This design comes from an exercise in tuning for small area on the open sky130 flow, not from production work. Only the layout flow was run in this run; the RTL was not checked for function there. Power figures rest on the tool's default switching activity, not on a simulated workload.

==> design/flow/design.v <==
module BCD7(din,dout);
input [3:0] din;
output [6:0] dout;
assign dout=(din==4'h1)?7'b1111001:
			(din==4'h0)?7'b1000000:
            (din==4'h2)?7'b0100100:
            (din==4'h3)?7'b0110000:
            (din==4'h4)?7'b0011001:
            (din==4'h5)?7'b0010010:
            (din==4'h6)?7'b0000010:
            (din==4'h7)?7'b1111000:
            (din==4'h8)?7'b0000000:
            (din==4'h9)?7'b0010000:
			(din==4'hA)?7'b0001000:
			(din==4'hB)?7'b0000011:
			(din==4'hC)?7'b1000110:
			(din==4'hD)?7'b0100001:
			(din==4'hE)?7'b0000110:
			(din==4'hF)?7'b0001110:7'b0;
endmodule
module hertz_clk_generation(hz_rise,system_clk,rst);
input system_clk,rst;
output hz_rise;
reg hz_clk;
reg [25:0] s;
assign hz_rise=(s==26'd50000)&&~hz_clk;
always @(posedge system_clk)
begin
if (rst)
begin
s<=1;
hz_clk<=0;
end
else
begin
s<=s+1;
if(s==26'd50000)
begin
hz_clk<=~hz_clk;
s<=1;
end
end
end
endmodule
module thousand_hertz_clk_generation(hz_rise,system_clk,rst);
input system_clk,rst;
output hz_rise;
reg hz_clk;
reg [15:0] s;
assign hz_rise=(s==16'd50)&&~hz_clk;
always @(posedge system_clk)
begin
if (rst)
begin
s<=1;
hz_clk<=0;
end
else
begin
s<=s+1;
if(s==16'd50)
begin
hz_clk<=~hz_clk;
s<=1;
end
end
end
endmodule
module ten_frequency_divider(otput,iput_rise,sysclk,rst);
output reg otput;
input iput_rise,sysclk,rst;
reg [4:0] s;
always @(posedge sysclk)
begin
if (rst)
begin
s<=4'd0;
otput<=0;
end
else if (iput_rise)
begin
s<=s+1;
if (s==4'd4)
begin
s<=4'd0;
otput<=~otput;
end
end
end
endmodule
module range_switch(otput_rise,iput,modecontrol,sysclk,rst);
output otput_rise;
input iput,modecontrol,sysclk,rst;
reg iput_q,iput_qq,otput_q;
reg otput;
wire iput_rise=iput_q&~iput_qq;
ten_frequency_divider tn_freq_div(.otput(ten_otput),.iput_rise(iput_rise),.sysclk(sysclk),.rst(rst));
always @*
begin
if (modecontrol)
otput<=ten_otput;
else
otput<=iput_q;
end
assign otput_rise=otput&~otput_q;
always @(posedge sysclk)
begin
if (rst)
begin
iput_q<=0;
iput_qq<=0;
otput_q<=0;
end
else
begin
iput_q<=iput;
iput_qq<=iput_q;
otput_q<=otput;
end
end
endmodule
module control_signal(save,enable,reset,hz_rise,sysclk,rst);
input hz_rise,sysclk,rst;
output reg save,enable,reset;
always @(posedge sysclk)
begin
if (rst)
begin
save<=0;
enable<=1;
reset<=0;
end
else if (hz_rise)
begin
save<=~save;
enable<=~enable;
reset<=~reset;
end
end
endmodule
module decimal_counter(s3,s2,s1,s0,iput_rise,enable,reset,sysclk,rst);
output reg [3:0] s3;
output reg [3:0] s2;
output reg [3:0] s1;
output reg [3:0] s0;
reg [15:0] s;
input iput_rise,enable,reset,sysclk,rst;
always @*
begin
s3[3:0]<=(s/1000)%10;
s2[3:0]<=(s/100)%10;
s1[3:0]<=(s/10)%10;
s0[3:0]<=s%10;
end
always @(posedge sysclk)
begin
if (rst||reset)
s<=0;
else if(enable&&iput_rise)
s<=s+1;
end
endmodule
module saver(saved_s3,saved_s2,saved_s1,saved_s0,save,s3,s2,s1,s0,sysclk,rst);
input save,sysclk,rst;
input [3:0] s3;
input [3:0] s2;
input [3:0] s1;
input [3:0] s0;
output reg [3:0] saved_s3;
output reg [3:0] saved_s2;
output reg [3:0] saved_s1;
output reg [3:0] saved_s0;
always @(posedge sysclk)
begin
if (rst)
begin
saved_s3<=0;
saved_s2<=0;
saved_s1<=0;
saved_s0<=0;
end
else if(~save)
begin
saved_s3<=s3;
saved_s2<=s2;
saved_s1<=s1;
saved_s0<=s0;
end
end
endmodule
module show(dout,an3,an2,an1,an0,th_hz_rise,s3,s2,s1,s0,sysclk,rst);
input [3:0] s3;
input [3:0] s2;
input [3:0] s1;
input [3:0] s0;
input th_hz_rise,sysclk,rst;
output reg [7:0] dout;
output reg an3,an2,an1,an0;
wire [6:0] d0;
wire [6:0] d1;
wire [6:0] d2;
wire [6:0] d3;
BCD7 bcd1(.din(s0),.dout(d0));
BCD7 bcd2(.din(s1),.dout(d1));
BCD7 bcd3(.din(s2),.dout(d2));
BCD7 bcd4(.din(s3),.dout(d3));
reg [1:0] choice;
always@ (posedge sysclk)
begin
if (rst)
begin
choice<=0;
dout<=8'hFF;
an0<=1;
an1<=1;
an2<=1;
an3<=1;
end
else if (th_hz_rise)
begin
choice<=choice+1;
if(choice==0)
begin
an0<=0;
an1<=1;
an2<=1;
an3<=1;
dout[6:0]<=d0;
end
else if (choice==1)
begin
an0<=1;
an1<=0;
an2<=1;
an3<=1;
dout[6:0]<=d1;
end
else if (choice==2)
begin
an0<=1;
an1<=1;
an2<=0;
an3<=1;
dout[6:0]<=d2;
end
else if (choice==3)
begin
an0<=1;
an1<=1;
an2<=1;
an3<=0;
dout[6:0]<=d3;
end
end
end
endmodule
module frequency (sigin,sysclk,rst,modecontrol,highfreq,cathodes,AN);
input sigin,sysclk,rst,modecontrol;
output [7:0] cathodes;
output [3:0] AN;
output reg highfreq;
always @*
begin
highfreq<=modecontrol;
end
wire [3:0] s3;
wire [3:0] s2;
wire [3:0] s1;
wire [3:0] s0;
wire [3:0] saved_s3;
wire [3:0] saved_s2;
wire [3:0] saved_s1;
wire [3:0] saved_s0;
hertz_clk_generation hz_clk_gn(.hz_rise(hz_rise),.system_clk(sysclk),.rst(rst));
thousand_hertz_clk_generation th_hz_clk_gn(.hz_rise(th_hz_rise),.system_clk(sysclk),.rst(rst));
range_switch rg_sw(.otput_rise(otput_rise),.iput(sigin),.modecontrol(modecontrol),.sysclk(sysclk),.rst(rst));
control_signal ct_sg(.save(save),.enable(enable),.reset(reset),.hz_rise(hz_rise),.sysclk(sysclk),.rst(rst));
decimal_counter dcm_ct(.s3(s3),.s2(s2),.s1(s1),.s0(s0),.iput_rise(otput_rise),.enable(enable),.reset(reset),.sysclk(sysclk),.rst(rst));
saver svr(.saved_s3(saved_s3),.saved_s2(saved_s2),.saved_s1(saved_s1),.saved_s0(saved_s0),.save(save),.s3(s3),.s2(s2),.s1(s1),.s0(s0),.sysclk(sysclk),.rst(rst));
show sh(.dout(cathodes),.an3(AN[3]),.an2(AN[2]),.an1(AN[1]),.an0(AN[0]),.th_hz_rise(th_hz_rise),.s3(saved_s3),.s2(saved_s2),.s1(saved_s1),.s0(saved_s0),.sysclk(sysclk),.rst(rst));
endmodule
module test(
input rst,
input sigin,
input sysclk,
input modecontrol,
output highfreq,
output [7:0]Cathodes,
output[3:0] AN
);
frequency freq(sigin,sysclk,rst,modecontrol,highfreq,Cathodes,AN);
endmodule
==> design/flow/run.sh <==
#!/bin/bash
# synth_recipe.tcl (not shown) runs the flow's synth.tcl, then flattens the netlist and writes it again
# the make line also repeats each setting of config.mk as NAME=value (left out here)
make -C /OpenROAD-flow-scripts/flow DESIGN_CONFIG=/design/flow/config.mk WORK_HOME=/design/flow/orfs CLKGATE_MAP_FILE= SYNTH_SCRIPT=/design/flow/synth_recipe.tcl finish
==> design/flow/config.mk <==
export PLATFORM = sky130hd
export DESIGN_NAME = test
export DESIGN_NICKNAME = test
export VERILOG_FILES = /design/flow/design.v
export SDC_FILE = /design/flow/constraint.sdc
export NUM_CORES = 4
export LEC_CHECK = 0
export CAP_MARGIN = 20
export CORE_MARGIN = 2
export CORE_UTILIZATION = 40
export SLEW_MARGIN = 20
==> design/flow/constraint.sdc <==
create_clock -name core_clock -period 15.0 [get_ports {sysclk}]
set_input_delay 3.0000 -clock core_clock [delete_from_list [all_inputs] [get_ports {sysclk}]]
set_output_delay 3.0000 -clock core_clock [all_outputs]
set_load 0.01 [all_outputs]
==> impl_metrics.tcl <==
set metrics [dict create \
    status "no timing/DRC/antenna violations" \
    finClkSkew_ns 0.0158 \
    fp.dieW_um 195 \
    synth_nets 2200 \
    clk_latency_ns 0.36 \
    synth_edf_count 0 \
    clk_pin_slew_worst_paths_ns 0.09 \
    synthAdderAreaFrac_pct 3.65 \
    synth_flop_cell "dfxtp_1" \
    crit_top_cell "nand3_1" \
    pre_cts_ws_ns 2.43 \
    hpwl_um 31700 \
    routed_via_density 6.37 \
    clockBufferDepth 2 \
    antenna_left 0 \
    grt_pass1_vias 14500 \
    rsz0062_at_grt "no" \
    start_util_pct 40.3 \
    grt_pass1_wl_um 71800 \
    critPathLaunchType "register" \
    nNetsFinal 2099 \
    cp_slowest_cell "a21oi_2" \
    post-cts-setup-buffers 0 \
    r2r_cells 34 \
    p_total_uw 563 \
    p_leak_nw 5.56 \
    dieArea_um2 38100 \
    num-fill-cells 3797 \
    port_buffers 15 \
    clkPwrFrac_pct 48.3 \
    irDropWorstVdd_v 0.0000615 \
    syn_to_final_growth_pct 4.38 \
    grt_max_degree 47 \
    timing.final.crit_share_pct 84.8 \
    diodes 0 \
    drtIter0Drc 1673 \
    ys_warn_count 16 \
    maxCapViolCount 0 \
    fin_util_pct 42.1 \
    place_area_um2 14900 \
    syn_avg_cell_area_um2 6.74 \
    max_stage_delay_ns 0.79 \
    cts_tree "yes" \
    finalCriticalPeriod_ns 12.72 \
    synthMuxAreaShare_pct 2.52 \
    synth_area_um2 14600 \
    grt_usage_pct 22.0 \
    cts_resized 0 \
    timing.final.ws_setup_ns 2.28 \
    synth-compound-area-share_pct 34.2 \
    crit_required_ns 15.27 \
    cp_max_fo 31 \
    whs_path_depth 1 \
    num_rows 70 \
    ys_ff_latch 101 \
    synth_top_family_by_area "compound AO/OA/AOI/OAI gates" \
    cp-end-kind "register" \
    max_slew_margin_pct 30.5 \
    wl_per_cell_um 17.1 \
    swShare_pct 24.0 \
    cts_hold_buf 0 \
    num_vias 16200 \
    cts_htree_levels 3 \
    max_slew.worst_pin.slew_ns 1.04 \
    antenna_found_initial 0 \
    critPathKind "reg2reg" \
    postLayoutCellArea_um2 15300 \
    yosys.area_share.simple_pct 31.1 \
    fin_setup_tns_ns 0 \
    hp-class "reg2reg" \
    cell_internal_pwr_uw 428 \
    fmax_mhz 78.6 \
    synth-xor-area-share_pct 8.91 \
    setup_violations 0 \
    ys_types 123 \
    finalHoldViolCount 0 \
    cts.sinks 101 \
    synth-async-reset-ratio_pct 0 \
    drc 0 \
    drt_wl_total_um 43400 \
    overflow 0 \
    gp_congestion 0.954 \
    drive_above_1_share_pct 6.13 \
    first_pass_iters 7 \
    power_switching_uw 135 \
    cts_root_buffer "clkbuf_16" \
    ios 17 \
    seqPwrFrac_pct 48.8 \
    numCtsBuffers 9 \
    seq_area_frac_synth_pct 13.8 \
    die_h_um 195 \
    crit_arrival_ns 12.99 \
    core_um2 36300 \
    finalMaxSlewViolations 0 \
    p_comb_share_pct 2.9 \
    powerDensity_nw_per_um2 36.9 \
    synthCells 2168 \
]
final cells by class:
cell class	count	area [um^2]	area share (%)
multi-input combinational	1858	11800	77.2
sequential	101	2020	13.3
tap	468	586	3.84
timing repair buffer	35	295	1.94
inverter	62	233	1.53
clock buffer	9	225	1.48
clock inverter	7	111	0.730
Yosys cell counts (24+ instances only):
master,count,area (um^2)
nand2b_1,28,175
a211o_1,24,210
o21ai_0,134,671
nand2_1,210,788
inv_1,52,195
xor2_1,48,420
nand4_1,40,250
xnor2_1,97,850
a211oi_1,28,210
a31oi_1,43,269
nand3_1,88,440
o211ai_1,34,255
a21oi_1,147,736
dfxtp_1,101,2020
or3_1,29,181
and3_1,26,163
mux2i_1,30,300
o31ai_1,27,203
ha_1,28,350
nor3_1,85,425
nor2_1,255,957
clkbuf_1,104,390
critical path, delay by kind of cell, from the launching register on:
| family | cells | cell delay, ns |
|---|---|---|
| muxes | 1 | 0.56 |
| buffers and inverters | 2 | 0.28 |
| xor gates and xnor gates | 1 | 0.40 |
| and+or+nand+nor | 13 | 4.86 |
| adders and majority gates | 1 | 0.37 |
| AOI/OAI and AO/OA | 16 | 5.81 |
| DFF | 1 | 0.30 |
path summary, 6_finish.rpt:
kind / end / start / slack, ns
setup / recovery: freq.svr.saved_s1[2]$_SDFFE_PP0N_ / freq.dcm_ct.s[14]$_SDFFE_PP0P_ / 2.28
hold / removal: freq.sh.an2$_SDFFE_PP1P_ / freq.sh.an2$_SDFFE_PP1P_ / 0.47
setup reg to reg: freq.svr.saved_s1[2]$_SDFFE_PP0N_ / freq.dcm_ct.s[14]$_SDFFE_PP0P_ / 2.28
hold reg to reg: freq.sh.an2$_SDFFE_PP1P_ / freq.sh.an2$_SDFFE_PP1P_ / 0.47
registers in the layout, indices dropped and copies added, names as in the netlist, 2 cells and up:
name                      cells
freq.svr.saved_s2             4
freq.th_hz_clk_gn.s          16
freq.hz_clk_gn.s             26
freq.svr.saved_s3             4
freq.svr.saved_s0             4
freq.sh.choice                2
freq.sh.dout                  7
freq.rg_sw.tn_freq_div.s      5
freq.svr.saved_s1             4
freq.dcm_ct.s                16
through the flow:
stage / std cells / hold slack, ns
floorplan: 2168 / 0.437
detailed placement: 2524 / 0.455
global placement: 2524 / 0.445
CTS: 2540 / 0.474
finish: 2540 / 0.471
global route: 2540 / 0.500
cell usage in the layout, fill, tap and decap left out, types with 17 or more instances in the layout:
cell type,count
and3_1,26
nor4_1,23
a31oi_1,43
a21oi_1,147
nor2b_1,23
or2_2,17
xnor2_1,96
nand2_1,210
a211o_1,24
inv_1,52
a211oi_1,28
buf_4,20
or3_1,29
nand3_1,88
nor3_1,84
ha_1,28
and2_1,21
nand4_1,40
nor2_1,255
o211ai_1,34
xor2_1,48
o22ai_1,22
nand2b_1,28
o21ai_0,134
o31ai_1,26
mux2i_1,30
dfxtp_1,101
power by group through the flow:
stage                     combinational, mW  sequential [mW]  clock (mW)
after detailed placement             0.0168            0.281           0
after CTS                            0.0169            0.275       0.278
after floorplan                      0.0135            0.280           0
after global placement               0.0164            0.281           0
final                                0.0166            0.275       0.272
after global routing                 0.0191            0.275       0.288
cell families (layout without fill, tap and decap cells):
family,Yosys count,count (layout)
AO/OA/AOI/OAI,712,712
XOR/XNOR,147,147
multiplexers,36,36
buffers and inverters,209,113
flip-flops,101,101
AND/OR/NAND/NOR,916,916
other,1,1
adder cells (fa/ha/maj),46,46
routing by layer:
metal | routed length [um] | vias up | global-route usage (%) | part of all wire [%]
li1 | - | 7950 | - | -
met1 | 20300 | 7613 | 30.7 | 47
met2 | 19700 | 542 | 35.8 | 45
met3 | 2420 | 75 | 2.07 | 5.6
met4 | 953 | 0 | 6.70 | 2.2
met5 | 0 | - | 0 | 0

## re-timing with driven ports
The results above use ideal ports. As a check the final layout listed here was re-extracted and re-timed, cells and wires unchanged. Step 1 (the two cells are an assumption about what drives the block):
set clk [get_ports {sysclk}]
set_driving_cell -lib_cell sky130_fd_sc_hd__clkbuf_16 $clk
set_driving_cell -lib_cell sky130_fd_sc_hd__buf_2 [delete_from_list [all_inputs] $clk]
Step 2, shift: input delay + t, output delay - t, t = (earliest + latest rising clock arrival at the registers) / 2. This alone moves slack from input paths to output paths. Three values: ideal, step 1, step 2; two values: the first two.
t, ns: 0.404
setup WS [ns]: 2.285 / 2.285 / 2.285
cell pins on the clock port's net: 1
After both steps setup and hold are still met in this run. For this run, drivers alone change the setup slack by 0.000 ns; drivers and shift together by 0.000 ns.
